This is an optimization exercise on Yosys and OpenROAD, whose aim is small area, a short achievable clock period and few clock cycles, not a production implementation.
Only simulation tests tie the RTL to the original design; equivalence was not proved.

**flow/design.v**
```verilog
`timescale 10ns / 10ns
module cpu(
    input clk,
    input rst,
    input [7:0] op_code,
    input [7:0] arg1,
    input [7:0] arg2,
    input [31:0] dataparams,
    output [15:0] dataindex,
    output [15:0] program_counter,
    output arr_trigger,
    output arr_write,
    output [15:0] arr_addr,
    output [31:0] arr_wdata,
    input [31:0] arr_rdata,
    input arr_done,
    output halted
);
    localparam [1:0] S_BOOT0 = 2'd0, S_BOOT1 = 2'd1, S_RUN = 2'd2, S_HALT = 2'd3;
    reg [1:0] st;
    reg [1:0] ph;                    
    reg [15:0] cur_pc;               
    reg [15:0] tgt_r;                
    reg busy;                        
    reg squash;                      
    reg dz;                          
    reg [4:0] dsh;                   
    reg [31:0] T_r, N;               
    reg byp_dp;                      
    reg rd_wait;                     
    wire [31:0] T = byp_dp ? dataparams : rd_wait ? arr_rdata : T_r;
    reg [31:0] sram [0:13];          
    reg [3:0] p;                     
    reg [31:0] lva [0:31];           
    reg [4:0] fb, ftop;              
    reg [20:0] cs [0:14];            
    reg [3:0] csp;
    reg [15:0] inv_addr;             
    reg [7:0] mcnt;                  
    reg [31:0] Q;                    
    reg [5:0] dcnt;                  
    function [32:0] kadd32(input [31:0] a, input [31:0] b, input cin);
        reg [31:0] g, pp, G, P, c;
        integer k, d;
        begin
            g = a & b;
            pp = a ^ b;
            G = g;
            P = pp;
            for (d = 1; d < 32; d = d * 2)
                for (k = 31; k >= d; k = k - 1) begin
                    G[k] = G[k] | (P[k] & G[k - d]);
                    P[k] = P[k] & P[k - d];
                end
            c[0] = cin;
            for (k = 1; k < 32; k = k + 1)
                c[k] = G[k - 1] | (P[k - 1] & cin);
            kadd32 = {G[31] | (P[31] & cin), pp ^ c};
        end
    endfunction
    function [15:0] kadd16(input [15:0] a, input [15:0] b);
        reg [15:0] g, pp, G, P, c;
        integer k, d;
        begin
            g = a & b;
            pp = a ^ b;
            G = g;
            P = pp;
            for (d = 1; d < 16; d = d * 2)
                for (k = 15; k >= d; k = k - 1) begin
                    G[k] = G[k] | (P[k] & G[k - d]);
                    P[k] = P[k] & P[k - d];
                end
            c[0] = 1'b0;
            for (k = 1; k < 16; k = k + 1)
                c[k] = G[k - 1];
            kadd16 = pp ^ c;
        end
    endfunction
    function [63:0] mulcs(input [15:0] a, input [15:0] b);
        reg [31:0] c1_0, c1_1, c1_2, c1_3, c1_4, c2_0, c2_1, c2_2, c3_0, c3_1, c4_0, c4_1, c5_0, c6_0, r0, r1, r10, r11, r12, r13, r14, r15, r2, r3, r4, r5, r6, r7, r8, r9, s1_0, s1_1, s1_2, s1_3, s1_4, s2_0, s2_1, s2_2, s3_0, s3_1, s4_0, s4_1, s5_0, s6_0;
        begin
            r0 = b[0] ? ({16'd0, a} << 0) : 32'd0;
            r1 = b[1] ? ({16'd0, a} << 1) : 32'd0;
            r2 = b[2] ? ({16'd0, a} << 2) : 32'd0;
            r3 = b[3] ? ({16'd0, a} << 3) : 32'd0;
            r4 = b[4] ? ({16'd0, a} << 4) : 32'd0;
            r5 = b[5] ? ({16'd0, a} << 5) : 32'd0;
            r6 = b[6] ? ({16'd0, a} << 6) : 32'd0;
            r7 = b[7] ? ({16'd0, a} << 7) : 32'd0;
            r8 = b[8] ? ({16'd0, a} << 8) : 32'd0;
            r9 = b[9] ? ({16'd0, a} << 9) : 32'd0;
            r10 = b[10] ? ({16'd0, a} << 10) : 32'd0;
            r11 = b[11] ? ({16'd0, a} << 11) : 32'd0;
            r12 = b[12] ? ({16'd0, a} << 12) : 32'd0;
            r13 = b[13] ? ({16'd0, a} << 13) : 32'd0;
            r14 = b[14] ? ({16'd0, a} << 14) : 32'd0;
            r15 = b[15] ? ({16'd0, a} << 15) : 32'd0;
            s1_0 = r0 ^ r1 ^ r2;
            c1_0 = ((r0 & r1) | (r0 & r2) | (r1 & r2)) << 1;
            s1_1 = r3 ^ r4 ^ r5;
            c1_1 = ((r3 & r4) | (r3 & r5) | (r4 & r5)) << 1;
            s1_2 = r6 ^ r7 ^ r8;
            c1_2 = ((r6 & r7) | (r6 & r8) | (r7 & r8)) << 1;
            s1_3 = r9 ^ r10 ^ r11;
            c1_3 = ((r9 & r10) | (r9 & r11) | (r10 & r11)) << 1;
            s1_4 = r12 ^ r13 ^ r14;
            c1_4 = ((r12 & r13) | (r12 & r14) | (r13 & r14)) << 1;
            s2_0 = s1_0 ^ c1_0 ^ s1_1;
            c2_0 = ((s1_0 & c1_0) | (s1_0 & s1_1) | (c1_0 & s1_1)) << 1;
            s2_1 = c1_1 ^ s1_2 ^ c1_2;
            c2_1 = ((c1_1 & s1_2) | (c1_1 & c1_2) | (s1_2 & c1_2)) << 1;
            s2_2 = s1_3 ^ c1_3 ^ s1_4;
            c2_2 = ((s1_3 & c1_3) | (s1_3 & s1_4) | (c1_3 & s1_4)) << 1;
            s3_0 = s2_0 ^ c2_0 ^ s2_1;
            c3_0 = ((s2_0 & c2_0) | (s2_0 & s2_1) | (c2_0 & s2_1)) << 1;
            s3_1 = c2_1 ^ s2_2 ^ c2_2;
            c3_1 = ((c2_1 & s2_2) | (c2_1 & c2_2) | (s2_2 & c2_2)) << 1;
            s4_0 = s3_0 ^ c3_0 ^ s3_1;
            c4_0 = ((s3_0 & c3_0) | (s3_0 & s3_1) | (c3_0 & s3_1)) << 1;
            s4_1 = c3_1 ^ c1_4 ^ r15;
            c4_1 = ((c3_1 & c1_4) | (c3_1 & r15) | (c1_4 & r15)) << 1;
            s5_0 = s4_0 ^ c4_0 ^ s4_1;
            c5_0 = ((s4_0 & c4_0) | (s4_0 & s4_1) | (c4_0 & s4_1)) << 1;
            s6_0 = s5_0 ^ c5_0 ^ c4_1;
            c6_0 = ((s5_0 & c5_0) | (s5_0 & c4_1) | (c5_0 & c4_1)) << 1;
            mulcs = {c6_0, s6_0};
        end
    endfunction
    localparam [7:0]
        OP_NOP = 8'h00, OP_BIPUSH = 8'h10, OP_SIPUSH = 8'h11, OP_LDC = 8'h12,
        OP_ILOAD = 8'h15, OP_IALOAD = 8'h2e, OP_BALOAD = 8'h33, OP_ISTORE = 8'h36,
        OP_IASTORE = 8'h4f, OP_BASTORE = 8'h54, OP_POP = 8'h57, OP_DUP = 8'h59,
        OP_IADD = 8'h60, OP_ISUB = 8'h64, OP_IMUL = 8'h68, OP_IDIV = 8'h6c,
        OP_IREM = 8'h70, OP_INEG = 8'h74, OP_ISHL = 8'h78, OP_ISHR = 8'h7a,
        OP_IAND = 8'h7e, OP_IOR = 8'h80, OP_IXOR = 8'h82, OP_IINC = 8'h84,
        OP_GOTO = 8'ha7, OP_IRETURN = 8'hac, OP_ARETURN = 8'hb0, OP_RETURN = 8'hb1,
        OP_INVOKE = 8'hb8, OP_NEWARRAY = 8'hbc;
    wire [7:0] op = op_code;
    wire d_iconst  = (op >= 8'h02) && (op <= 8'h08);
    wire d_iload_n = (op >= 8'h1a && op <= 8'h1d) || (op >= 8'h2a && op <= 8'h2d);
    wire d_istore_n = (op >= 8'h3b && op <= 8'h3e) || (op >= 8'h4b && op <= 8'h4e);
    wire d_if      = (op >= 8'h99) && (op <= 8'h9e);
    wire d_ificmp  = (op >= 8'h9f) && (op <= 8'ha4);
    wire d_iload   = d_iload_n || op == OP_ILOAD;
    wire d_istore  = d_istore_n || op == OP_ISTORE;
    wire d_iaload  = op == OP_IALOAD || op == OP_BALOAD;
    wire d_iastore = op == OP_IASTORE || op == OP_BASTORE;
    wire d_ret     = op == OP_IRETURN || op == OP_ARETURN || op == OP_RETURN;
    wire d_div     = op == OP_IDIV || op == OP_IREM;
    wire d_alu2    = op == OP_IADD || op == OP_ISUB || op == OP_ISHL ||
                     op == OP_ISHR || op == OP_IAND || op == OP_IOR || op == OP_IXOR;
    reg [1:0] len;
    always @(*) begin
        if (op == OP_SIPUSH || op == OP_IINC || d_if || d_ificmp || op == OP_GOTO || op == OP_INVOKE)
            len = 2'd3;
        else if (op == OP_BIPUSH || op == OP_LDC || op == OP_ILOAD || op == OP_ISTORE || op == OP_NEWARRAY)
            len = 2'd2;
        else
            len = 2'd1;
    end
    reg [4:0] lidx;
    always @(*) begin
        if (op == OP_ILOAD || op == OP_ISTORE || op == OP_IINC)
            lidx = arg1[4:0];
        else if (d_iload_n)
            lidx = {3'b000, ~op[1], op[0]};
        else
            lidx = {3'b000, op[1] ^ op[0], ~op[0]};
    end
    wire [3:0] pm1 = p - 4'd1;
    wire [3:0] pm2 = p - 4'd2;
    wire [3:0] pm3 = p - 4'd3;
    wire [31:0] rd  = sram[d_iastore ? pm2 : pm1];
    wire [31:0] rdb = sram[d_iastore ? pm3 : pm2];
    wire [4:0] laddr = fb + lidx;
    wire [31:0] lrd = lva[laddr];
    wire [20:0] cs_top = cs[csp - 4'd1];
    wire t_eqz = (T == 32'd0);
    wire t_ltz = T[31];
    wire nt_eq = (N == T);
    wire [32:0] nt_sub = kadd32(N, ~T, 1'b1);
    wire nt_lt = (N[31] != T[31]) ? N[31] : !nt_sub[32];
    reg cond;
    always @(*) begin
        case (op)
            8'h99: cond = t_eqz;
            8'h9a: cond = !t_eqz;
            8'h9b: cond = t_ltz;
            8'h9c: cond = !t_ltz;
            8'h9d: cond = !t_ltz && !t_eqz;
            8'h9e: cond = t_ltz || t_eqz;
            8'h9f: cond = nt_eq;
            8'ha0: cond = !nt_eq;
            8'ha1: cond = nt_lt;
            8'ha2: cond = !nt_lt;
            8'ha3: cond = !nt_lt && !nt_eq;
            default: cond = nt_lt || nt_eq;
        endcase
    end
    function [4:0] msb32(input [31:0] x);
        reg [15:0] y16;
        reg [7:0] y8;
        reg [3:0] y4;
        reg [1:0] y2;
        begin
            msb32[4] = |x[31:16];
            y16 = msb32[4] ? x[31:16] : x[15:0];
            msb32[3] = |y16[15:8];
            y8 = msb32[3] ? y16[15:8] : y16[7:0];
            msb32[2] = |y8[7:4];
            y4 = msb32[2] ? y8[7:4] : y8[3:0];
            msb32[1] = |y4[3:2];
            y2 = msb32[1] ? y4[3:2] : y4[1:0];
            msb32[0] = y2[1];
        end
    endfunction
    wire [4:0] msb_n = msb32(N);
    wire [4:0] msb_t = msb32(T_r);
    wire div_zero = !dsub1[32];                          
    wire [4:0] dshift = msb_n - msb_t;
    wire [31:0] sh_in  = d_div ? T_r : N;
    wire [4:0]  sh_amt = d_div ? dsh : T[4:0];
    wire [31:0] shl = sh_in << sh_amt;
    wire [31:0] shr = N >> T[4:0];
    wire [32:0] sum_add = kadd32(N, T, 1'b0);
    reg [31:0] alu;
    always @(*) begin
        case (op)
            OP_IADD: alu = sum_add[31:0];
            OP_ISUB: alu = nt_sub[31:0];
            OP_ISHL: alu = shl;
            OP_ISHR: alu = shr;
            OP_IAND: alu = N & T;
            OP_IOR:  alu = N | T;
            default: alu = N ^ T;
        endcase
    end
    wire [32:0] dsub1 = kadd32(N, ~T_r, 1'b1);
    wire dge1 = dsub1[32];
    wire [31:0] dr1 = dge1 ? dsub1[31:0] : N;
    wire [31:0] dd1 = {1'b0, T_r[31:1]};
    wire [32:0] dsub2 = kadd32(dr1, ~dd1, 1'b1);
    wire dge2 = dsub2[32];
    wire [31:0] dr2 = dge2 ? dsub2[31:0] : dr1;
    wire [31:0] dd2 = {2'b00, T_r[31:2]};
    wire dtwo = (dcnt >= 6'd2);
    wire [31:0] dr_n = dtwo ? dr2 : dr1;
    wire [31:0] dd_n = dtwo ? dd2 : dd1;
    wire [31:0] dq_n = dtwo ? {Q[29:0], dge1, dge2} : {Q[30:0], dge1};
    wire dlast = (dcnt <= 6'd2);
    reg [15:0] pc_ref;
    reg [1:0] st_n, ph_n;
    reg [31:0] T_n, N_n;
    reg [3:0] p_n;
    reg s_we;
    reg l_we;
    reg [4:0] l_wa;
    reg [31:0] l_wd;
    reg c_push, c_pop;
    reg [4:0] fb_n, ftop_n;
    reg trig, awr;
    reg [15:0] aaddr;
    reg halt_now;
    reg [15:0] inv_addr_n;
    reg [7:0] mcnt_n;
    reg [31:0] Q_n;
    reg [5:0] dcnt_n;
    reg byp_dp_n, rd_wait_n, squash_n, dz_n;
    reg [4:0] dsh_n;
    wire [32:0] inc_sum = kadd32(Q, {24'd0, arg2}, 1'b0);
    wire [63:0] mul_cs = mulcs(N[15:0], T_r[15:0]);
    wire [32:0] mul_sum = kadd32(T_r, Q, 1'b0);
    wire [32:0] neg_t = kadd32(32'd0, ~T, 1'b1);
    wire can_trig = !busy || arr_done;
    wire [15:0] pc_p1 = kadd16(cur_pc, 16'd1);
    wire [15:0] pc_p2 = kadd16(cur_pc, 16'd2);
    wire [15:0] pc_p3 = kadd16(cur_pc, 16'd3);
    wire [15:0] seq_pc = (len == 2'd3) ? pc_p3 : (len == 2'd2) ? pc_p2 : pc_p1;
    reg [31:0] iconst_val;
    always @(*) begin
        case (op[3:0])
            4'h2: iconst_val = 32'hffff_ffff;
            4'h4: iconst_val = 32'd1;
            4'h5: iconst_val = 32'd2;
            4'h6: iconst_val = 32'd3;
            4'h7: iconst_val = 32'd4;
            4'h8: iconst_val = 32'd5;
            default: iconst_val = 32'd0;
        endcase
    end
    wire f_nop   = (op == OP_NOP);
    wire f_arr   = d_iaload || d_iastore;
    wire f_two   = (op == OP_IINC) || (op == OP_IMUL);
    wire f_inv   = (op == OP_INVOKE);
    reg k_iinc, k_imul, k_div, k_inv;
    always @(posedge clk) begin
        k_iinc <= (op == OP_IINC);
        k_imul <= (op == OP_IMUL);
        k_div <= d_div;
        k_inv <= f_inv;
    end
    wire div_fin = (ph == 2'd1 && dz) || (ph == 2'd2 && dlast);
    wire inv_dp  = (ph == 2'd1) && (dataparams[15:9] == 7'd0);
    wire inv_r   = (ph == 2'd2) && (mcnt == 8'd1);
    wire rd_stall = rd_wait && !arr_done;
    reg [15:0] pc_alt;
    always @(*) begin
        if (st == S_BOOT0)      pc_alt = 16'h0000;
        else if (st == S_BOOT1) pc_alt = dataparams[31:16];
        else if (st == S_HALT)  pc_alt = cur_pc;
        else if (k_iinc)        pc_alt = pc_p3;
        else if (k_imul)        pc_alt = pc_p1;
        else if (k_div)         pc_alt = div_fin ? pc_p1 : cur_pc;
        else if (k_inv)         pc_alt = inv_dp ? dataparams[31:16] : inv_r ? inv_addr : cur_pc;
        else                    pc_alt = cur_pc;
    end
    wire use_alt = (st != S_RUN) || (ph != 2'd0);
    wire c_hold = f_nop || f_two || d_div || f_inv || (f_arr && !can_trig);
    wire c_l2   = (len == 2'd2);
    wire c_l3   = (len == 2'd3) && (op != OP_IINC) && !f_inv;
    wire c_l1   = !(c_hold || c_l2 || c_l3 || d_ret);
    wire [15:0] pc_dec = ({16{c_l1}} & pc_p1) | ({16{c_l2}} & pc_p2) | ({16{c_l3}} & pc_p3) |
                         ({16{c_hold}} & cur_pc) | ({16{d_ret}} & cs_top[20:5]);
    wire [15:0] pc_y = use_alt ? pc_alt : pc_dec;
    wire [15:0] pc_out = squash ? tgt_r : rd_stall ? cur_pc : pc_y;
    always @(*) begin
        pc_ref = cur_pc;
        st_n = st;
        ph_n = 2'd0;
        T_n = T;
        N_n = N;
        p_n = p;
        s_we = 1'b0;
        byp_dp_n = 1'b0;
        rd_wait_n = rd_wait && !arr_done;
        squash_n = 1'b0;
        dz_n = dz;
        dsh_n = dsh;
        l_we = 1'b0;
        l_wa = laddr;
        l_wd = T;
        c_push = 1'b0;
        c_pop = 1'b0;
        fb_n = fb;
        ftop_n = ftop;
        trig = 1'b0;
        awr = 1'b0;
        aaddr = T[15:0];
        halt_now = 1'b0;
        inv_addr_n = inv_addr;
        mcnt_n = mcnt;
        Q_n = Q;
        dcnt_n = dcnt;
        case (st)
            S_BOOT0: begin
                pc_ref = 16'h0000;
                st_n = S_BOOT1;
            end
            S_BOOT1: begin
                pc_ref = dataparams[31:16];
                fb_n = 5'd0;
                ftop_n = dataparams[4:0];
                st_n = S_RUN;
            end
            S_HALT: begin
                pc_ref = cur_pc;
            end
            default: begin
                pc_ref = seq_pc;
                if (squash) begin
                    pc_ref = tgt_r;
                end
                else if (rd_wait && !arr_done) begin
                    pc_ref = cur_pc;
                    T_n = T_r;
                    ph_n = ph;
                end
                else if (op == OP_NOP) begin
                    pc_ref = cur_pc;
                    if (can_trig) begin
                        halt_now = 1'b1;
                        st_n = S_HALT;
                    end
                end
                else if (d_iconst || op == OP_BIPUSH || op == OP_SIPUSH || d_iload) begin
                    s_we = 1'b1;
                    N_n = T;
                    p_n = p + 4'd1;
                    if (d_iconst)
                        T_n = iconst_val;
                    else if (op == OP_BIPUSH)
                        T_n = {{24{arg1[7]}}, arg1};
                    else if (op == OP_SIPUSH)
                        T_n = {{16{arg1[7]}}, arg1, arg2};
                    else
                        T_n = lrd;
                end
                else if (op == OP_LDC) begin
                    s_we = 1'b1;
                    N_n = T;
                    p_n = p + 4'd1;
                    byp_dp_n = 1'b1;
                end
                else if (d_istore) begin
                    l_we = 1'b1;
                    T_n = N;
                    N_n = rd;
                    p_n = pm1;
                end
                else if (op == OP_IINC) begin
                    if (ph == 2'd0) begin
                        pc_ref = cur_pc;
                        ph_n = 2'd1;
                        Q_n = lrd;
                    end else begin
                        l_we = 1'b1;
                        l_wd = inc_sum[31:0];
                    end
                end
                else if (op == OP_IMUL) begin
                    if (ph == 2'd0 && (byp_dp || rd_wait)) begin
                        pc_ref = cur_pc;
                    end
                    else if (ph == 2'd0) begin
                        pc_ref = cur_pc;
                        ph_n = 2'd1;
                        T_n = mul_cs[31:0];
                        Q_n = mul_cs[63:32];
                    end else begin
                        T_n = mul_sum[31:0];
                        N_n = rd;
                        p_n = pm1;
                    end
                end
                else if (d_alu2) begin
                    T_n = alu;
                    N_n = rd;
                    p_n = pm1;
                end
                else if (op == OP_INEG) begin
                    T_n = neg_t[31:0];
                end
                else if (op == OP_POP) begin
                    T_n = N;
                    N_n = rd;
                    p_n = pm1;
                end
                else if (op == OP_DUP) begin
                    s_we = 1'b1;
                    N_n = T;
                    p_n = p + 4'd1;
                end
                else if (op == OP_NEWARRAY) begin
                    T_n = 32'd0;
                end
                else if (op == OP_GOTO) begin
                    squash_n = 1'b1;
                end
                else if (d_if) begin
                    T_n = N;
                    N_n = rd;
                    p_n = pm1;
                    squash_n = cond;
                end
                else if (d_ificmp) begin
                    T_n = rd;
                    N_n = rdb;
                    p_n = pm2;
                    squash_n = cond;
                end
                else if (d_iaload) begin
                    if (can_trig) begin
                        trig = 1'b1;
                        N_n = rd;
                        p_n = pm1;
                        rd_wait_n = 1'b1;
                    end else begin
                        pc_ref = cur_pc;
                    end
                end
                else if (d_iastore) begin
                    aaddr = N[15:0];
                    awr = 1'b1;
                    if (can_trig) begin
                        trig = 1'b1;
                        T_n = rd;
                        N_n = rdb;
                        p_n = pm3;
                    end else begin
                        pc_ref = cur_pc;
                    end
                end
                else if (d_div) begin
                    if (ph == 2'd0 && (byp_dp || rd_wait)) begin
                        pc_ref = cur_pc;
                    end
                    else if (ph == 2'd0) begin
                        pc_ref = cur_pc;
                        ph_n = 2'd1;
                        Q_n = 32'd0;
                        dz_n = div_zero;
                        dsh_n = dshift;
                    end
                    else if (ph == 2'd1 && !dz) begin
                        pc_ref = cur_pc;
                        ph_n = 2'd2;
                        T_n = shl;
                        dcnt_n = {1'b0, dsh} + 6'd1;
                    end else begin
                        Q_n = dq_n;
                        dcnt_n = dcnt - (dtwo ? 6'd2 : 6'd1);
                        if (dlast || dz) begin
                            if (dz)
                                T_n = (op == OP_IREM) ? N : 32'd0;
                            else
                                T_n = (op == OP_IREM) ? dr_n : dq_n;
                            N_n = rd;
                            p_n = pm1;
                        end else begin
                            pc_ref = cur_pc;
                            ph_n = 2'd2;
                            T_n = dd_n;
                            N_n = dr_n;
                        end
                    end
                end
                else if (d_ret) begin
                    pc_ref = cs_top[20:5];
                    fb_n = cs_top[4:0];
                    ftop_n = fb;
                    c_pop = 1'b1;
                end
                else if (op == OP_INVOKE) begin
                    pc_ref = cur_pc;
                    if (ph == 2'd0) begin
                        c_push = 1'b1;
                        ph_n = 2'd1;
                    end else if (ph == 2'd1) begin
                        inv_addr_n = dataparams[31:16];
                        fb_n = ftop;
                        ftop_n = ftop + dataparams[4:0];
                        if (dataparams[15:8] == 8'd0) begin
                            pc_ref = dataparams[31:16];
                        end else begin
                            l_we = 1'b1;
                            l_wa = ftop + dataparams[12:8] - 5'd1;
                            T_n = N;
                            N_n = rd;
                            p_n = pm1;
                            mcnt_n = dataparams[15:8] - 8'd1;
                            if (dataparams[15:8] == 8'd1)
                                pc_ref = dataparams[31:16];
                            else
                                ph_n = 2'd2;
                        end
                    end else begin
                        l_we = 1'b1;
                        l_wa = fb + mcnt[4:0] - 5'd1;
                        T_n = N;
                        N_n = rd;
                        p_n = pm1;
                        mcnt_n = mcnt - 8'd1;
                        if (mcnt == 8'd1)
                            pc_ref = inv_addr;
                        else
                            ph_n = 2'd2;
                    end
                end
            end
        endcase
    end
    always @(posedge clk) begin
        cur_pc <= pc_out;
        tgt_r <= kadd16(cur_pc, {arg1, arg2});
        ph <= ph_n;
        st <= st_n;
        T_r <= T_n;
        byp_dp <= byp_dp_n;
        rd_wait <= rd_wait_n;
        squash <= squash_n;
        dz <= dz_n;
        dsh <= dsh_n;
        N <= N_n;
        p <= p_n;
        fb <= fb_n;
        ftop <= ftop_n;
        inv_addr <= inv_addr_n;
        mcnt <= mcnt_n;
        Q <= Q_n;
        dcnt <= dcnt_n;
        busy <= (busy && !arr_done) || trig;
        if (c_push)
            csp <= csp + 4'd1;
        else if (c_pop)
            csp <= csp - 4'd1;
        if (rst) begin
            st <= S_BOOT0;
            ph <= 2'd0;
            p <= 4'd14;
            csp <= 4'd0;
            busy <= 1'b0;
            byp_dp <= 1'b0;
            rd_wait <= 1'b0;
            squash <= 1'b0;
            cur_pc <= 16'h0000;
        end
    end
    always @(posedge clk) begin
        if (s_we && p < 4'd14)
            sram[p] <= N;
        if (l_we && !rst)
            lva[l_wa] <= l_wd;
        if (c_push && !rst)
            cs[csp] <= {seq_pc, fb};
    end
    assign program_counter = pc_out;
    assign dataindex = (st == S_RUN) ? (op[7] ? {arg1, arg2} : {8'h00, arg1}) : 16'h0000;
    wire run_ok = (st == S_RUN) && !squash && !rd_stall;
    assign halted = (st == S_HALT) || (run_ok && f_nop && can_trig);
    assign arr_trigger = run_ok && f_arr && can_trig;
    assign arr_write = op[6];
    assign arr_addr = op[6] ? N[15:0] : T[15:0];
    assign arr_wdata = T;
endmodule
```
**flow/flow/run.sh**
```bash
#!/bin/bash
# Standard layout, with the port buffers made of plain buf cells instead of
# the delay-buffer cells buffer_ports picks by default.
set -euo pipefail
bash standard.sh BUFFER_PORTS_ARGS="-buffer_cell sky130_fd_sc_hd__buf_4" finish > standard.log 2>&1
```
**flow/standard.sh**
```bash
#!/bin/bash
# synth_recipe.tcl (not shown) runs the flow's synth.tcl, then flattens the netlist and writes it again
# the make line also repeats each setting of config.mk as NAME=value (left out here)
make -C /OpenROAD-flow-scripts/flow DESIGN_CONFIG=/design/flow/config.mk WORK_HOME=/design/flow/orfs CLKGATE_MAP_FILE= SYNTH_SCRIPT=/design/flow/synth_recipe.tcl "${@:-finish}"
```
**flow/config.mk**
```make
export PLATFORM = sky130hd
export DESIGN_NAME = cpu
export DESIGN_NICKNAME = cpu
export VERILOG_FILES = /design/flow/design.v
export SDC_FILE = /design/flow/constraint.sdc
export NUM_CORES = 4
export LEC_CHECK = 0
export ABC_CLOCK_PERIOD_IN_PS = 5000
export CAP_MARGIN = 35
export CORE_MARGIN = 2
export CORE_UTILIZATION = 40
export PLACE_DENSITY = 0.6
export SETUP_SLACK_MARGIN = 2
export SLEW_MARGIN = 35
```
**flow/constraint.sdc**
```tcl
create_clock -name core_clock -period 9.0 [get_ports {clk}]
set_input_delay 1.8000 -clock core_clock [delete_from_list [all_inputs] [get_ports {clk}]]
set_output_delay 1.8000 -clock core_clock [all_outputs]
set_load 0.01 [all_outputs]
```
==> results of run 1 <==
## registers in the layout (all words and copies together), names as in the netlist, 2 cells and up
signal    flops
Q            32
dsh           5
N            32
tgt_r        16
sram        448
fb            5
cur_pc       16
ftop          5
p             4
T_r          32
dcnt          6
inv_addr     16
cs          315
csp           4
ph            2
lva        1024
st            2
mcnt          8
## metrics by stage
step / setup slack (ns) / cell area (um2)
after floorplan: 1.488 / 118200
after global placement: 0.5713 / 127900
after detailed placement: 0.9209 / 128400
after CTS: 2.006 / 136200
after global routing: 1.984 / 137000
final: 1.959 / 137200
## critical path, delay by kind of cell, from the launching register on
kind | cells | cell delay, ns
AO/OA/AOI/OAI | 9 | 3.19
buffers and inverters | 3 | 1.00
flip-flops | 1 | 0.78
multiplexers | 1 | 0.73
adder cells (fa/ha/maj) | 1 | 0.47
AND/OR/NAND/NOR | 2 | 0.46
XOR/XNOR | 1 | 0.15
## cell families after synthesis
family          share of synthesized area [%]
compound gates                          12.98
xor+xnor                                1.813
fa+ha+maj                               7.307
buf+inv                                 3.954
flops                                   49.91
mux                                     15.54
simple gates                            8.498
## worst paths after layout
check / slack, ns / endpoint / start / cells past startpoint
max reg2reg: 1.96 / T_r[27]$_DFFE_PP_ / rd_wait$_SDFF_PP0_ / 17
min reg2reg: 0.58 / st[0]$_SDFFE_PP0P_ / st[0]$_SDFFE_PP0P_ / 2
min: 0.58 / st[0]$_SDFFE_PP0P_ / st[0]$_SDFFE_PP0P_ / 2
max: 1.96 / T_r[27]$_DFFE_PP_ / rd_wait$_SDFF_PP0_ / 17
## layout by cell type (no fill, tap or decap), drive strengths merged, types with 136 or more instances in the layout
master / n
o21ai: 501
nor2: 818
a211oi: 212
a21oi: 668
nand2: 777
xnor2: 163
edfxtp: 1929
inv: 443
mux4: 533
buf: 920
ha: 354
clkbuf: 246
mux2i: 573
nor3: 136
fa: 210
## metal layers
metal  global-route usage (%)  share of wire, %  vias to the layer above
li1                         -                 -                    38310
met1                    48.78                37                    49670
met2                    57.52                43                     7089
met3                    13.47                12                     2107
met4                    28.53               8.8                       46
met5                   0.2691             0.057                        -
## repair_timing
item                       4_1_cts  5_1_grt
setup buffers                   28       41
pin swaps                        3       11
gates cloned                     0        1
setup endpoints to repair       53       76
resized for setup               37       54
## area by class of cell
type,instances,share of cell area (%)
flip-flops and latches,1981,42.99
multi-input cells,6589,40.95
repair buffers,920,5.709
clock buffers,246,4.052
well taps,3919,3.574
clock inverters,155,1.323
inverters,456,1.281
diodes,65,0.1186
==> impl_metrics.csv, run 1 <==
group,metric,value,unit
die,core_area,0.2938,mm2
timing,grt_setup_unrepaired,"false",
final_layout,syn_to_final_growth,16.12,%
final_layout,n_fill_cell,26250,
grt,grt_pass1_vias,91990,
synth,syn_area,0.1181,mm2
flow_run,drv_cap,0,
worst_setup_path,cpPeakStageDelay,0.78,ns
detailed_routing,routed_via_density,6.784,
worst_setup_path,crit_chain,"buf_4 -> mux2i_2 -> o21a_4 -> ha_1 -> o21ai_0 -> nor4_1 -> nor2_1 -> o41a_1 -> o21ai_2 -> a311oi_1 -> buf_4 -> o31ai_1 -> a21oi_1 -> xnor2_1 -> o21ai_0 -> buf_4 -> a41o_1",
worst_setup_path,worstSetupPathType,"reg -> reg",
final_layout,final_cells,14330,
detailed_routing,drc,0,
die,fp-row-count,199,
grt,grt_pass1_wl,808900,um
synth,synthFlopType,"edfxtp_1",
synth,synth_top_area_share,49.03,%
detailed_routing,drt-total-wl,603600,um
grt,gr-usage-all-layers,39.45,%
placement,gp_congestion,1.148,
timing,fmax,142.0,MHz
timing,finalCriticalPeriod,7.041,ns
clock_tree,htree_num_levels,4,
run_status,status,"complete, no violations",
clock_tree,clkTransAtPathRegs,0.07,ns
timing,slew_headroom,22.33,%
grt,grt_max_degree,91,
clock_tree,cts_tree,"done",
timing,setup_tns,0,ns
final_layout,multi_input_area,0.05619,mm2
clock_tree,clock_path_buffers,4,
synth,async_reset_ff_share,0,%
die,start_util,40.21,%
worst_setup_path,startpoint_type,"flop",
timing,tightestPinTransition,1.153,ns
synth,ys_ff_latch,1981,
synth,yosys-top-cells-area,"edfxtp_1 49%, mux4_2 10%, mux2i_1 4.8%",
synth,yosysUniqueCellTypes,111,
worst_setup_path,worst_ep_arrival_time,7.84,ns
die,die_y,547.5,um
clock_tree,cts_sinks,1981,
worst_setup_path,crit_slowest_cell,"dfxtp_2",
synth,yosysWarnings,1,
timing,timing.hold.ws,0.5788,ns
synth,seq_area_frac_synth,49.91,%
die,dieArea,0.2997,mm2
die,io_pins,174,
placement,dpl.hpwl,431400,um
final_layout,drive_above_1_share,21.02,%
synth,post-synth-top-count-cell,"edfxtp_1",
synth,yosysTopAreaCell,"edfxtp_1",
grt,antenna_found_initial,86,
detailed_routing,avgRoutedWirePerCell,42.12,um
placement,dp_cells,13790,
worst_setup_path,cp_common_cell,"buf_4",
final_layout,seq_area,0.05898,mm2
worst_setup_path,crit_required,9.80,ns
worst_setup_path,cp-end-kind,"flop",
final_layout,final_nets,10820,
detailed_routing,dr_total_vias,97220,
clock_tree,cts_buffers,215,
die,dieWidth,547.5,um
grt,overflow,0,
synth,synthesis.nets,10380,
worst_setup_path,worst-path-max-fanout,20,
clock_tree,root_buffer,"clkbuf_16",
synth,syn_area_per_cell,12.15,um2
synth,synth-edff-count,1929,
timing,min_period_over_period,78.23,%
detailed_routing,firstDrtPassIters,18,
timing,skew,0.08172,ns
clock_tree,ctsHoldBuffers,0,
synth,syn_inst,9725,
final_layout,fin_util,46.70,%
timing,setup_violations,0,
placement,port-buffer-count,173,
timing,final_hold_viol_count,0,
clock_tree,clock_latency,0.96,ns
detailed_routing,antenna_left,0,
detailed_routing,drtIter0Drc,14710,
synth,synth_common_cells,"1,929 x edfxtp_1, 816 x nor2_1, 777 x nand2_1",
hold_path,hold_class,"reg -> reg",
timing,maxSlewViolCount,0,
Testbench counts, summed over its fixed seeds: cycles 136,365.
==> run 2, diff against run 1 <==
--- a/flow/design.v
+++ b/flow/design.v
@@ -269,7 +269,7 @@
     reg byp_dp_n, rd_wait_n, squash_n, dz_n;
     reg [4:0] dsh_n;
-    wire [32:0] inc_sum = kadd32(Q, {24'd0, arg2}, 1'b0);
+    wire [32:0] inc_sum = kadd32(lrd, {24'd0, arg2}, 1'b0);
     wire [63:0] mul_cs = mulcs(N[15:0], T_r[15:0]);
-    wire [32:0] mul_sum = kadd32(T_r, Q, 1'b0);
+    wire [32:0] mul_sum = kadd32(mul_cs[31:0], mul_cs[63:32], 1'b0);
     wire [32:0] neg_t = kadd32(32'd0, ~T, 1'b1);
     wire can_trig = !busy || arr_done;
@@ -292,10 +292,8 @@
     wire f_nop   = (op == OP_NOP);
     wire f_arr   = d_iaload || d_iastore;
-    wire f_two   = (op == OP_IINC) || (op == OP_IMUL);
+    wire f_mulw  = (op == OP_IMUL) && (byp_dp || rd_wait);
     wire f_inv   = (op == OP_INVOKE);
-    reg k_iinc, k_imul, k_div, k_inv;
+    reg k_div, k_inv;
     always @(posedge clk) begin
-        k_iinc <= (op == OP_IINC);
-        k_imul <= (op == OP_IMUL);
         k_div <= d_div;
         k_inv <= f_inv;
@@ -310,19 +308,18 @@
         else if (st == S_BOOT1) pc_alt = dataparams[31:16];
         else if (st == S_HALT)  pc_alt = cur_pc;
-        else if (k_iinc)        pc_alt = pc_p3;
-        else if (k_imul)        pc_alt = pc_p1;
+        else if (squash)        pc_alt = tgt_r;
+        else if (rd_stall)      pc_alt = cur_pc;
         else if (k_div)         pc_alt = div_fin ? pc_p1 : cur_pc;
         else if (k_inv)         pc_alt = inv_dp ? dataparams[31:16] : inv_r ? inv_addr : cur_pc;
         else                    pc_alt = cur_pc;
     end
-    wire use_alt = (st != S_RUN) || (ph != 2'd0);
-    wire c_hold = f_nop || f_two || d_div || f_inv || (f_arr && !can_trig);
+    wire use_alt = (st != S_RUN) || squash || rd_stall || (ph != 2'd0);
+    wire c_hold = f_nop || f_mulw || d_div || f_inv || (f_arr && !can_trig);
     wire c_l2   = (len == 2'd2);
-    wire c_l3   = (len == 2'd3) && (op != OP_IINC) && !f_inv;
+    wire c_l3   = (len == 2'd3) && !f_inv;
     wire c_l1   = !(c_hold || c_l2 || c_l3 || d_ret);
     wire [15:0] pc_dec = ({16{c_l1}} & pc_p1) | ({16{c_l2}} & pc_p2) | ({16{c_l3}} & pc_p3) |
                          ({16{c_hold}} & cur_pc) | ({16{d_ret}} & cs_top[20:5]);
-    wire [15:0] pc_y = use_alt ? pc_alt : pc_dec;
-    wire [15:0] pc_out = squash ? tgt_r : rd_stall ? cur_pc : pc_y;
+    wire [15:0] pc_out = use_alt ? pc_alt : pc_dec;
     always @(*) begin
         pc_ref = cur_pc;
@@ -410,22 +407,10 @@
                 end
                 else if (op == OP_IINC) begin
-                    if (ph == 2'd0) begin
-                        pc_ref = cur_pc;
-                        ph_n = 2'd1;
-                        Q_n = lrd;
-                    end else begin
-                        l_we = 1'b1;
-                        l_wd = inc_sum[31:0];
-                    end
+                    l_we = 1'b1;
+                    l_wd = inc_sum[31:0];
                 end
                 else if (op == OP_IMUL) begin
-                    if (ph == 2'd0 && (byp_dp || rd_wait)) begin
+                    if (byp_dp || rd_wait) begin
                         pc_ref = cur_pc;
-                    end
-                    else if (ph == 2'd0) begin
-                        pc_ref = cur_pc;
-                        ph_n = 2'd1;
-                        T_n = mul_cs[31:0];
-                        Q_n = mul_cs[63:32];
                     end else begin
                         T_n = mul_sum[31:0];
@@ -502,4 +487,5 @@
                         dz_n = div_zero;
                         dsh_n = dshift;
+                        dcnt_n = {1'b0, dshift} + 6'd1;
                     end
                     else if (ph == 2'd1 && !dz) begin
@@ -507,5 +493,4 @@
                         ph_n = 2'd2;
                         T_n = shl;
-                        dcnt_n = {1'b0, dsh} + 6'd1;
                     end else begin
                         Q_n = dq_n;
==> run 2 against run 1 <==
  * Highest routed layer unchanged
  * Critical path type is now in -> reg
  * Largest cell class unchanged
  * Wire length fell by 4.5%
  * First-iteration DRC count fell by 8.2%
==> impl_metrics.csv, run 2 <==
group,metric,value,unit
run_status,status,"complete, no violations",
worst_setup_path,rr_worst_depth,28,
worst_setup_path,startpoint_type,"input port",
hold_path,worstHoldStart,"st[0]$_SDFFE_PP0P_",
final_layout,final_nets,10830,
final_layout,fin_util,48.90,%
timing,fmax,133.8,MHz
die,core_area,0.2884,mm2
final_layout,final_common_cell,"edfxtp_1",
worst_setup_path,worstSetupPathType,"in -> reg",
timing,setup_tns,0,ns
placement,gp_congestion,1.079,
die,die_y,542.8,um
synth,yosysWarnings,1,
clock_tree,clock_latency,0.90,ns
timing,fin_ws,1.526,ns
clock_tree,cts_buffers,213,
clock_tree,htree_num_levels,4,
placement,pre_cts_ws,0.03340,ns
final_layout,largest_reg_flops,1024,
die,start_util,40.26,%
synth,syn_inst,9303,
placement,port-buffer-count,173,
final_layout,syn_to_final_growth,21.44,%
grt,grt_util_met3,11.03,%
grt,overflow,0,
final_layout,seq_area,0.05890,mm2
detailed_routing,avgRoutedWirePerCell,40.66,um
final_layout,largest_register,"lva",
grt,antenna_found_initial,68,
synth,post-synth-top-count-cell,"edfxtp_1",
final_layout,reg_top3,"lva x1024, sram x448, cs x315",
worst_setup_path,crit_path_start,"op_code[1]",
synth,syn_area_per_cell,12.48,um2
timing,finalCriticalPeriod,7.474,ns
timing,grt_setup_unrepaired,"true",
hold_path,hold_class,"reg -> reg",
synth,ys_ff_latch,1978,
grt,grt_busiest_layer,"met2",
timing,timing.hold.ws,0.5961,ns
detailed_routing,drc,0,
clock_tree,clkTransAtPathRegs,0.06,ns
clock_tree,cts_tree,"done",
worst_setup_path,reg2reg_from,"T_r[6]$_DFFE_PP_",
clock_tree,ctsHoldBuffers,0,
final_layout,n_fill_cell,25050,
clock_tree,root_buffer,"clkbuf_16",
grt,grt.met2_usage,56.14,%
synth,yosys-top-cells-area,"edfxtp_1 50%, mux4_2 10%, mux2i_1 4.9%",
synth,synthFlopType,"edfxtp_1",
timing,skew,0.07126,ns
die,io_pins,174,
synth,async_reset_ff_share,0,%
flow_run,drv_cap,0,
timing,min_period_over_period,83.05,%
timing,maxSlewViolCount,0,
final_layout,drive_above_1_share,27.18,%
synth,synth-edff-count,1928,
synth,synthesis.nets,9950,
clock_tree,clock_path_buffers,4,
timing,tightestPinTransition,1.107,ns
detailed_routing,drtIter0Drc,13500,
worst_setup_path,cp_common_cell,"buf_6",
grt,grt_pass1_vias,90520,
grt,grt_pass1_wl,772400,um
worst_setup_path,worst-path-max-fanout,8,
synth,yosysTopAreaCell,"edfxtp_1",
synth,synth_common_cells,"1,928 x edfxtp_1, 767 x nor2_1, 687 x nand2_1",
detailed_routing,drt-total-wl,576600,um
placement,dpl.hpwl,397400,um
grt,gr-usage-all-layers,38.11,%
detailed_routing,routed_via_density,6.716,
hold_path,hold-path-cell-count,2,
worst_setup_path,crit_slowest_cell,"fa_4",
die,dieArea,0.2946,mm2
worst_setup_path,cp-end-kind,"flop",
final_layout,multi_input_area,0.05659,mm2
timing,slew_headroom,25.67,%
timing,setup_violations,0,
worst_setup_path,cpPeakStageDelay,0.85,ns
detailed_routing,antenna_left,0,
detailed_routing,firstDrtPassIters,7,
synth,syn_area,0.1161,mm2
final_layout,mostFrequentLayoutCells,"1,928 x edfxtp_1, 1,042 x buf_4, 666 x nor2_1, 665 x nand2_1, 551 x mux2i_1",
worst_setup_path,crit_required,9.64,ns
timing,final_hold_viol_count,0,
die,fp-row-count,197,
grt,use_met1,48.19,%
grt,grt_max_degree,86,
worst_setup_path,worst_ep_arrival_time,8.12,ns
clock_tree,cts_sinks,1978,
die,dieWidth,542.8,um
synth,synth_top_area_share,49.86,%
synth,seq_area_frac_synth,50.72,%
detailed_routing,dr_total_vias,95250,
synth,yosysUniqueCellTypes,121,
-- run 2: changes by cell type in the layout (fill, tap and decap cells not counted), sizes merged, moves of 13 or more --
cell / change
nand3: -13
nor2b: -15
diode: -16
nand2: -90
o211ai: +15
o221ai: -15
o21ai: -53
a211oi: -19
or3: +14
a21oi: -155
nor2: -51
clkbuf: +29
buf: +351
-- run 2: what timing repair did --
action,in CTS,in global routing
gates resized for setup,368,344
pin swaps,114,194
gates cloned,30,22
buffers inserted,134,120
setup endpoints to repair,882,838
-- run 2: path summary, 6_finish.rpt --
kind	end	slack, ns
setup / recovery	lva[5][20]$_DFFE_PP_	1.53
hold / removal	st[0]$_SDFFE_PP0P_	0.60
setup reg to reg	T_r[27]$_DFFE_PP_	1.64
hold reg to reg	st[0]$_SDFFE_PP0P_	0.60
-- run 2: kinds of logic after synthesis --
group / after synthesis / synth area share (%)
AO/OA/AOI/OAI: 2196 / 12.62
XOR/XNOR: 224 / 1.709
flip-flops: 1978 / 50.72
buffers and inverters: 1114 / 3.892
multiplexers: 1146 / 15.66
AND/OR/NAND/NOR: 2089 / 8.040
adder cells (fa/ha/maj): 556 / 7.349
-- run 2: layout make-up --
type,instances,area share (%)
inverter,474,1.345
antenna,49,0.08696
multi-input combinational,6229,40.14
sequential,1978,41.77
tap,3781,3.355
timing repair inverter,1,0.005324
clock buffer,260,3.920
clock inverter,123,0.8243
timing repair buffer,1288,8.556
-- run 2: layer usage --
layer	share of wire [%]	up-vias
li1	-	37870
met1	37	48660
met2	43	6767
met3	11	1927
met4	8.8	28
met5	0.060	-
-- run 2: stage by stage --
step,cells,instance area (um2)
2_1_floorplan,9303,116700
3_3_place_gp,13440,127100
3_5_place_dp,13440,127400
4_1_cts,13990,137600
5_1_grt,14150,140900
6_report,14180,141000
-- run 2: critical path, delay by kind of cell --
kind	cells	cell delay (ns)
AOI/OAI and AO/OA	9	1.38
xor gates and xnor gates	2	0.34
adders and majority gates	4	1.41
buffers and inverters	12	1.55
muxes	3	1.04
and+or+nand+nor	3	0.55
Testbench counts of run 2, summed over its fixed seeds: cycles 130,903.
==> run 3, diff against run 2 <==
--- a/flow/design.v
+++ b/flow/design.v
@@ -237,17 +237,42 @@
         endcase
     end
-    wire [32:0] dsub1 = kadd32(N, ~T_r, 1'b1);
+    reg [32:0] M3;
+    wire [32:0] dsub1 = kadd32(N, ~T_r, 1'b1);                  
+    wire [32:0] dsubh = kadd32(N, ~{1'b0, T_r[31:1]}, 1'b1);    
+    wire [32:0] dsub3 = kadd32(N, ~M3[31:0], 1'b1);             
+    wire dgeh = dsubh[32];
     wire dge1 = dsub1[32];
-    wire [31:0] dr1 = dge1 ? dsub1[31:0] : N;
-    wire [31:0] dd1 = {1'b0, T_r[31:1]};
-    wire [32:0] dsub2 = kadd32(dr1, ~dd1, 1'b1);
-    wire dge2 = dsub2[32];
-    wire [31:0] dr2 = dge2 ? dsub2[31:0] : dr1;
-    wire [31:0] dd2 = {2'b00, T_r[31:2]};
+    wire dge3 = !M3[32] && dsub3[32];
     wire dtwo = (dcnt >= 6'd2);
-    wire [31:0] dr_n = dtwo ? dr2 : dr1;
-    wire [31:0] dd_n = dtwo ? dd2 : dd1;
-    wire [31:0] dq_n = dtwo ? {Q[29:0], dge1, dge2} : {Q[30:0], dge1};
+    reg [31:0] dr_n;
+    reg [1:0] ddig;
+    always @(*) begin
+        if (!dtwo) begin
+            ddig = {1'b0, dge1};
+            dr_n = dge1 ? dsub1[31:0] : N;
+        end else if (dge3) begin
+            ddig = 2'd3;
+            dr_n = dsub3[31:0];
+        end else if (dge1) begin
+            ddig = 2'd2;
+            dr_n = dsub1[31:0];
+        end else if (dgeh) begin
+            ddig = 2'd1;
+            dr_n = dsubh[31:0];
+        end else begin
+            ddig = 2'd0;
+            dr_n = N;
+        end
+    end
+    wire [31:0] dd_n = dtwo ? {2'b00, T_r[31:2]} : {1'b0, T_r[31:1]};
+    wire [31:0] dq_n = dtwo ? {Q[29:0], ddig} : {Q[30:0], ddig[0]};
     wire dlast = (dcnt <= 6'd2);
+    wire [32:0] m3_init = kadd32(shl, {1'b0, shl[31:1]}, 1'b0);
+    always @(posedge clk) begin
+        if (d_div && ph == 2'd1)
+            M3 <= m3_init;
+        else if (d_div && ph == 2'd2)
+            M3 <= {2'b00, M3[32:2]};
+    end
     reg [15:0] pc_ref;
     reg [1:0] st_n, ph_n;
@@ -269,7 +294,7 @@
     reg byp_dp_n, rd_wait_n, squash_n, dz_n;
     reg [4:0] dsh_n;
-    wire [32:0] inc_sum = kadd32(lrd, {24'd0, arg2}, 1'b0);
+    wire [32:0] inc_sum = kadd32(Q, {24'd0, arg2}, 1'b0);
     wire [63:0] mul_cs = mulcs(N[15:0], T_r[15:0]);
-    wire [32:0] mul_sum = kadd32(mul_cs[31:0], mul_cs[63:32], 1'b0);
+    wire [32:0] mul_sum = kadd32(T_r, Q, 1'b0);
     wire [32:0] neg_t = kadd32(32'd0, ~T, 1'b1);
     wire can_trig = !busy || arr_done;
@@ -292,8 +317,10 @@
     wire f_nop   = (op == OP_NOP);
     wire f_arr   = d_iaload || d_iastore;
-    wire f_mulw  = (op == OP_IMUL) && (byp_dp || rd_wait);
+    wire f_two   = (op == OP_IINC) || (op == OP_IMUL);
     wire f_inv   = (op == OP_INVOKE);
-    reg k_div, k_inv;
+    reg k_iinc, k_imul, k_div, k_inv;
     always @(posedge clk) begin
+        k_iinc <= (op == OP_IINC);
+        k_imul <= (op == OP_IMUL);
         k_div <= d_div;
         k_inv <= f_inv;
@@ -310,4 +337,6 @@
         else if (squash)        pc_alt = tgt_r;
         else if (rd_stall)      pc_alt = cur_pc;
+        else if (k_iinc)        pc_alt = pc_p3;
+        else if (k_imul)        pc_alt = pc_p1;
         else if (k_div)         pc_alt = div_fin ? pc_p1 : cur_pc;
         else if (k_inv)         pc_alt = inv_dp ? dataparams[31:16] : inv_r ? inv_addr : cur_pc;
@@ -315,7 +344,7 @@
     end
     wire use_alt = (st != S_RUN) || squash || rd_stall || (ph != 2'd0);
-    wire c_hold = f_nop || f_mulw || d_div || f_inv || (f_arr && !can_trig);
+    wire c_hold = f_nop || f_two || d_div || f_inv || (f_arr && !can_trig);
     wire c_l2   = (len == 2'd2);
-    wire c_l3   = (len == 2'd3) && !f_inv;
+    wire c_l3   = (len == 2'd3) && (op != OP_IINC) && !f_inv;
     wire c_l1   = !(c_hold || c_l2 || c_l3 || d_ret);
     wire [15:0] pc_dec = ({16{c_l1}} & pc_p1) | ({16{c_l2}} & pc_p2) | ({16{c_l3}} & pc_p3) |
@@ -407,10 +436,22 @@
                 end
                 else if (op == OP_IINC) begin
-                    l_we = 1'b1;
-                    l_wd = inc_sum[31:0];
+                    if (ph == 2'd0) begin
+                        pc_ref = cur_pc;
+                        ph_n = 2'd1;
+                        Q_n = lrd;
+                    end else begin
+                        l_we = 1'b1;
+                        l_wd = inc_sum[31:0];
+                    end
                 end
                 else if (op == OP_IMUL) begin
-                    if (byp_dp || rd_wait) begin
+                    if (ph == 2'd0 && (byp_dp || rd_wait)) begin
+                        pc_ref = cur_pc;
+                    end
+                    else if (ph == 2'd0) begin
                         pc_ref = cur_pc;
+                        ph_n = 2'd1;
+                        T_n = mul_cs[31:0];
+                        Q_n = mul_cs[63:32];
                     end else begin
                         T_n = mul_sum[31:0];
==> run 3 against run 2 <==
  * Still clean on timing, DRC and antenna
  * Cell count increased by 7.8%
  * Core utilization shrank 2.3 points
  * Non-clock buffer count down 351
  * Final area is 0.87% higher
  * Critical endpoint is now T_r[23]$_DFFE_PP_
==> impl_metrics.csv, run 3 <==
group,metric,value,unit
flow_run,drv_cap,0,
worst_setup_path,reg2reg_from,"rd_wait$_SDFF_PP0_",
synth,synthesis.nets,11200,
placement,pre_cts_ws,0.5885,ns
detailed_routing,firstDrtPassIters,8,
timing,skew,0.08632,ns
timing,fin_ws,1.426,ns
placement,gp_congestion,1.153,
detailed_routing,avgRoutedWirePerCell,42.38,um
synth,synth_top_family_by_area,"compound AO/OA/AOI/OAI gates",
timing,finalCriticalPeriod,7.574,ns
final_layout,final_common_cell,"edfxtp_1",
final_layout,final_nets,11640,
die,dieWidth,557.6,um
synth,yosysWarnings,1,
synth,synthFlopType,"edfxtp_1",
placement,port-buffer-count,173,
worst_setup_path,timing.rr.end,"T_r[23]$_DFFE_PP_",
die,dieArea,0.3110,mm2
synth,synth-edff-count,1962,
clock_tree,ctsHoldBuffers,0,
synth,muxShareOfSynthArea,13.57,%
synth,ys_ff_latch,2014,
die,start_util,40.16,%
synth,synth-compound-area-share,14.60,%
clock_tree,htree_num_levels,4,
worst_setup_path,crit_required,9.65,ns
final_layout,drive_above_1_share,19.81,%
worst_setup_path,rr_worst_depth,14,
grt,gr-usage-all-layers,40.81,%
synth,synth_xor_xnor_area_share,2.161,%
die,fp-row-count,203,
detailed_routing,routed_via_density,6.816,
synth,post-synth-top-count-cell,"edfxtp_1",
synth,synth_common_cells,"1,962 x edfxtp_1, 905 x nand2_1, 869 x nor2_1",
run_status,status,"complete, no violations",
detailed_routing,dr_total_vias,104200,
worst_setup_path,worst_ep_arrival_time,8.22,ns
synth,yosysUniqueCellTypes,102,
hold_path,hold_class,"reg -> reg",
hold_path,min_to,"M3[10]$_DFFE_PP_",
hold_path,hold-path-cell-count,2,
worst_setup_path,worst-path-max-fanout,24,
timing,timing.hold.ws,0.5184,ns
detailed_routing,drt-total-wl,647800,um
timing,tightestPinTransition,1.130,ns
grt,grt_pass1_vias,97410,
worst_setup_path,worstSetupPathType,"reg -> reg",
synth,seq_area_frac_synth,48.90,%
synth,yosys-top-cells-area,"edfxtp_1 48%, mux4_2 9.5%, ha_1 4.4%",
worst_setup_path,cp-end-kind,"flop",
detailed_routing,drc,0,
clock_tree,root_buffer,"clkbuf_16",
timing,final_hold_viol_count,0,
grt,overflow,0,
clock_tree,cts_sinks,2014,
synth,async_reset_ff_share,0,%
synth,syn_inst,10460,
timing,maxSlewViolCount,0,
synth,synthSimpleGateAreaFrac,9.049,%
timing,setup_tns,0,ns
detailed_routing,antenna_left,0,
timing,setup_violations,0,
clock_tree,cts_tree,"done",
worst_setup_path,startpoint_type,"flop",
hold_path,worstHoldStart,"M3[12]$_DFFE_PP_",
final_layout,syn_to_final_growth,16.01,%
clock_tree,clock_path_buffers,4,
final_layout,mostFrequentLayoutCells,"1,962 x edfxtp_1, 898 x nand2_1, 835 x buf_4, 810 x nor2_1, 735 x a21oi_1",
synth,synth_top_area_share,48.05,%
detailed_routing,drtIter0Drc,16170,
final_layout,largest_reg_flops,1024,
final_layout,reg_top3,"lva x1024, sram x448, cs x315",
final_layout,largest_register,"lva",
worst_setup_path,r2r_slack,1.43,ns
placement,dpl.hpwl,468200,um
final_layout,finish.instance_area,0.1422,mm2
timing,slew_headroom,24.10,%
timing,fmax,132.0,MHz
timing,min_period_over_period,84.16,%
final_layout,n_fill_cell,27650,
timing,grt_setup_unrepaired,"false",
clock_tree,cts_buffers,221,
placement,dpl_cell_area,0.1337,mm2
die,core_area,0.3053,mm2
grt,grt_max_degree,91,
die,die_y,557.6,um
grt,grt_pass1_wl,862300,um
synth,yosysTopAreaCell,"edfxtp_1",
synth,synthAdderAreaFrac,7.874,%
die,io_pins,174,
grt,antenna_found_initial,108,
clock_tree,clkTransAtPathRegs,0.06,ns
clock_tree,clock_latency,0.97,ns
synth,syn_area,0.1226,mm2
synth,syn_area_per_cell,11.72,um2
[run 3: what timing repair did]
action,in CTS,in global routing
hold endpoints to repair,0,0
cloned,3,1
setup endpoints to repair,38,51
setup buffers,17,17
pin swaps,7,13
gates resized for setup,28,63
[run 3: cell type report]
type	instances	area, um2	area share, %
sequential	2014	59970	42.16
timing repair buffer	937	8159	5.736
inverter	491	1853	1.303
clock buffer	253	5682	3.994
clock inverter	155	1624	1.142
antenna	97	242.7	0.1706
tap	4100	5130	3.606
multi-input combinational	7240	59580	41.89
[run 3: worst max-delay path by stage]
| stage | startpoint | to | slack [ns] |
|---|---|---|---|
| after floorplan | op_code[0] | lva[16][0]$_DFFE_PP_ | 1.17 |
| after global placement | op_code[0] | T_r[31]$_DFFE_PP_ | 0.60 |
| after detailed placement | op_code[0] | T_r[31]$_DFFE_PP_ | 0.59 |
| after CTS | op_code[7] | program_counter[11] | 2.00 |
| after global routing | op_code[0] | program_counter[7] | 1.97 |
| final | rd_wait$_SDFF_PP0_ | T_r[23]$_DFFE_PP_ | 1.43 |
[run 3: worst max-delay path: stages, from the launching register on]
cell      delay [ns]
dfxtp_2         0.90
buf_4           0.54
mux2i_1         0.56
o21a_2          0.21
buf_4           0.43
nand3_1         0.33
nor4b_1         0.95
and2_1          0.69
nand2_1         0.23
nor3_1          0.40
xnor2_1         0.16
a221o_1         0.41
a221oi_1        0.54
o211ai_1        0.55
and3_1          0.32
[run 3: per-layer routing]
| metal | track usage, % | vias to the layer above | part of all wire (%) |
|---|---|---|---|
| li1 | - | 41150 | - |
| met2 | 58.22 | 7812 | 42 |
| met4 | 29.74 | 42 | 8.9 |
| met1 | 51.49 | 53120 | 38 |
| met5 | 0.07718 | - | 0.054 |
| met3 | 13.77 | 2071 | 12 |
[run 3: through the flow]
stage | utilization (%) | cells
after floorplan | - | 10460
after global placement | 43.67 | 14730
after detailed placement | 43.81 | 14740
after CTS | 46.31 | 15170
after global routing | 46.52 | 15200
final | 46.59 | 15290
[run 3: cells by family after synthesis]
logic type,Yosys count
AND/OR/NAND/NOR,2523
adder cells (fa/ha/maj),645
XOR/XNOR,301
AO/OA/AOI/OAI,2762
buffers and inverters,1208
flip-flops,2014
multiplexers,1007
Testbench counts of run 3, summed over its fixed seeds: cycles 136,365.
==> run 4, diff against run 3 <==
--- a/flow/design.v
+++ b/flow/design.v
@@ -335,6 +335,4 @@
         else if (st == S_BOOT1) pc_alt = dataparams[31:16];
         else if (st == S_HALT)  pc_alt = cur_pc;
-        else if (squash)        pc_alt = tgt_r;
-        else if (rd_stall)      pc_alt = cur_pc;
         else if (k_iinc)        pc_alt = pc_p3;
         else if (k_imul)        pc_alt = pc_p1;
@@ -343,5 +341,5 @@
         else                    pc_alt = cur_pc;
     end
-    wire use_alt = (st != S_RUN) || squash || rd_stall || (ph != 2'd0);
+    wire use_alt = (st != S_RUN) || (ph != 2'd0);
     wire c_hold = f_nop || f_two || d_div || f_inv || (f_arr && !can_trig);
     wire c_l2   = (len == 2'd2);
@@ -350,5 +348,6 @@
     wire [15:0] pc_dec = ({16{c_l1}} & pc_p1) | ({16{c_l2}} & pc_p2) | ({16{c_l3}} & pc_p3) |
                          ({16{c_hold}} & cur_pc) | ({16{d_ret}} & cs_top[20:5]);
-    wire [15:0] pc_out = use_alt ? pc_alt : pc_dec;
+    wire [15:0] pc_y = use_alt ? pc_alt : pc_dec;
+    wire [15:0] pc_out = squash ? tgt_r : rd_stall ? cur_pc : pc_y;
     always @(*) begin
         pc_ref = cur_pc;
@@ -528,5 +527,4 @@
                         dz_n = div_zero;
                         dsh_n = dshift;
-                        dcnt_n = {1'b0, dshift} + 6'd1;
                     end
                     else if (ph == 2'd1 && !dz) begin
@@ -534,4 +532,5 @@
                         ph_n = 2'd2;
                         T_n = shl;
+                        dcnt_n = {1'b0, dsh} + 6'd1;
                     end else begin
                         Q_n = dq_n;
==> run 4 against run 3 <==
  * Register-to-register slack improved by 0.40 ns
  * Still clean on timing, DRC and antenna
  * Non-clock buffer count rose by 34
  * Highest routed layer unchanged
  * Flip-flop and latch count did not move
  * Final area rose by 0.39%
  * Largest cell class is now multi-input combinational cells
  * Worst setup slack improved by 0.34 ns
  * Global-route usage rose by 1.3 points
==> impl_metrics.csv, run 4 <==
group,metric,value,unit
run_status,status,"complete, no violations",
synth,syn_area_per_cell,11.72,um2
detailed_routing,drc,0,
placement,dpl.hpwl,488300,um
timing,setup_violations,0,
grt,grt_pass1_wl,898400,um
hold_path,worstHoldStart,"tgt_r[10]$_DFF_P_",
final_layout,syn_to_final_growth,15.92,%
clock_tree,htree_num_levels,4,
worst_setup_path,startpoint_type,"input port",
final_layout,drive_above_1_share,20.17,%
die,start_util,40.25,%
final_layout,reg_top3,"lva x1024, sram x448, cs x315",
clock_tree,cts_buffers,215,
placement,dp_cells,14790,
worst_setup_path,cp-end-kind,"flop",
synth,syn_inst,10520,
worst_setup_path,worst-path-max-fanout,20,
detailed_routing,dr_total_vias,106800,
die,fp-row-count,203,
worst_setup_path,worstSetupPathType,"in -> reg",
grt,antenna_found_initial,108,
timing,grt_setup_unrepaired,"true",
synth,syn_area,0.1232,mm2
synth,async_reset_ff_share,0,%
final_layout,mostFrequentLayoutCells,"1,962 x edfxtp_1, 884 x buf_4, 868 x nand2_1, 805 x nor2_1, 659 x a21oi_1",
die,dieArea,0.3124,mm2
timing,skew,0.1025,ns
synth,yosysUniqueCellTypes,105,
final_layout,final_common_cell,"edfxtp_1",
timing,tightestPinTransition,1.076,ns
detailed_routing,firstDrtPassIters,8,
worst_setup_path,crit_path_start,"op_code[0]",
die,dieWidth,558.9,um
grt,gr-usage-all-layers,42.11,%
final_layout,largest_register,"lva",
timing,maxSlewViolCount,0,
grt,grt_pass1_vias,100100,
placement,port-buffer-count,173,
detailed_routing,avgRoutedWirePerCell,44.20,um
synth,synthFlopType,"edfxtp_1",
detailed_routing,routed_via_density,6.971,
synth,ys_ff_latch,2014,
die,die_y,558.9,um
worst_setup_path,crit_required,9.75,ns
flow_run,drv_cap,0,
timing,slew_headroom,26.21,%
final_layout,final_cells,15320,
die,core_area,0.3061,mm2
clock_tree,clock_latency,0.95,ns
clock_tree,cts_tree,"done",
synth,synth_common_cells,"1,962 x edfxtp_1, 882 x nor2_1, 879 x nand2_1",
synth,synthesis.nets,11250,
detailed_routing,antenna_left,0,
worst_setup_path,worst_ep_arrival_time,7.99,ns
synth,yosysTopAreaCell,"edfxtp_1",
placement,gp_congestion,1.121,
hold_path,hold_class,"reg -> reg",
final_layout,n_fill_cell,27510,
timing,min_period_over_period,80.36,%
timing,setup_tns,0,ns
synth,synth-edff-count,1962,
grt,grt_max_degree,73,
final_layout,final_nets,11700,
detailed_routing,drtIter0Drc,16650,
synth,yosysWarnings,1,
die,io_pins,174,
synth,post-synth-top-count-cell,"edfxtp_1",
final_layout,largest_reg_flops,1024,
clock_tree,root_buffer,"clkbuf_16",
synth,yosys-top-cells-area,"edfxtp_1 48%, mux4_2 9.6%, ha_1 4.4%",
detailed_routing,drt-total-wl,677300,um
worst_setup_path,reg2reg_from,"N[8]$_DFFE_PP_",
clock_tree,cts_sinks,2014,
clock_tree,clkTransAtPathRegs,0.07,ns
timing,final_hold_viol_count,0,
synth,synth_top_area_share,47.83,%
clock_tree,clock_path_buffers,4,
timing,finalCriticalPeriod,7.232,ns
timing,fmax,138.3,MHz
synth,seq_area_frac_synth,48.67,%
grt,overflow,0,
run 4: cell count changes after synthesis, sizes merged, moves of 18 or more:
| cell | previous run | this run |
|---|---|---|
| o311ai | 9 | 27 |
| a211oi | 210 | 259 |
| and2 | 53 | 89 |
| a311oi | 27 | 48 |
| o221ai | 77 | 99 |
| mux2 | 59 | 40 |
| a21oi | 754 | 709 |
| nand2 | 905 | 879 |
| o211ai | 141 | 168 |
| xor2 | 114 | 81 |
| o22ai | 132 | 108 |
| mux2i | 433 | 371 |
| nand3 | 163 | 194 |
run 4: logic make-up (layout without fill, tap and decap cells):
| family | Yosys count | after routing | share of synthesized area [%] |
|---|---|---|---|
| mux | 938 | 938 | 13.05 |
| simple gates | 2592 | 2592 | 9.409 |
| other cells | 0 | 84 | 0 |
| fa+ha+maj | 645 | 645 | 7.837 |
| compound gates | 2809 | 2809 | 15.05 |
| buf+inv | 1238 | 1862 | 3.991 |
| flops | 2014 | 2014 | 48.67 |
| xor+xnor | 279 | 279 | 1.995 |
run 4: metrics by stage:
stage               hold WS [ns]  utilization (%)  cell area (um2)  setup slack [ns]
global route              0.5217            46.60           142600             1.931
global placement          0.4771            43.64           133600            0.1455
finish                    0.4801            46.66           142800             1.768
detailed placement        0.4803            43.82           134100            0.4708
CTS                       0.4828            46.37           141900             1.943
floorplan                 0.4440                -           123400             1.384
run 4: worst max-delay path, stage by stage:
cell,delay (ns)
buf_12,0.12
inv_2,0.10
ha_4,0.15
or3b_4,0.40
o22a_4,0.34
inv_4,0.11
buf_12,0.13
buf_12,0.11
buf_4,0.27
buf_4,0.52
nor2_1,0.33
a22oi_1,0.24
buf_4,0.40
nand2_1,0.59
a221oi_1,1.08
a211oi_1,0.19
nor2_1,0.14
o211ai_1,0.32
a31o_2,0.38
a21oi_1,0.17
run 4: metal layers:
metal	vias to the layer above	share of wire, %	global-route usage, %
li1	41540	-	-
met1	54590	37	52.97
met2	8364	42	61.09
met3	2278	12	13.56
met4	54	8.9	29.91
met5	-	0.077	0.2744
run 4: area by class of cell:
type	instances	area [um2]	area share, %
multi-input combinational	7263	60230	42.18
clock inverter	128	1514	1.060
clock buffer	260	5590	3.915
tap	4100	5130	3.592
inverter	503	1916	1.341
antenna	84	210.2	0.1472
sequential	2014	59970	42.00
timing repair buffer	971	8238	5.769
run 4: path summary, 6_finish.rpt:
path	end	slack, ns	cells past startpoint
hold reg to reg	cur_pc[10]$_SDFF_PP0_	0.48	2
setup / recovery	T_r[1]$_DFFE_PP_	1.77	20
setup reg to reg	T_r[18]$_DFFE_PP_	1.83	17
hold / removal	cur_pc[10]$_SDFF_PP0_	0.48	2
run 4: repair_timing:
action / CTS / global route
hold buffers: 0 / 0
endpoints found under the setup margin: 75 / 113
buffers inserted: 30 / 24
cloned: 1 / 1
gates resized for setup: 111 / 55
pin swaps: 23 / 20
Testbench counts of run 4, summed over its fixed seeds: cycles 136,365.

[static timing again, ports no longer ideal]
Ports are ideal in the flow. The routed layouts listed here were re-timed in OpenROAD. Step 1: set_driving_cell puts a clkbuf_16 on clk and a buf_2 on each other input, an assumption about the parent block. Step 2 moves the port delays by t, midway between the first and last clock arrival at a register: inputs arrive t later, outputs are due t later. That takes back most of the time a late clock gives input paths. Slacks: no drivers / after step 1 / after step 2; pairs: no drivers / after step 1.
run | shift t [ns] | slack for setup (ns) | worst register clock-pin slew, ns
run 1 | 1.006 | 1.959 / 1.959 / 1.212 | 0.08 / 0.08
run 2 | 0.981 | 1.526 / 1.588 / 0.607 | 0.08 / 0.08
run 3 | 1.032 | 1.426 / 1.426 / 0.888 | 0.09 / 0.09
run 4 | 1.014 | 1.768 / 1.812 / 0.797 | 0.09 / 0.09
After both steps every run listed still meets setup and hold. The setup slack of run 4, which loses most, moves by +0.044 ns with the drivers and by -0.971 ns with both steps.
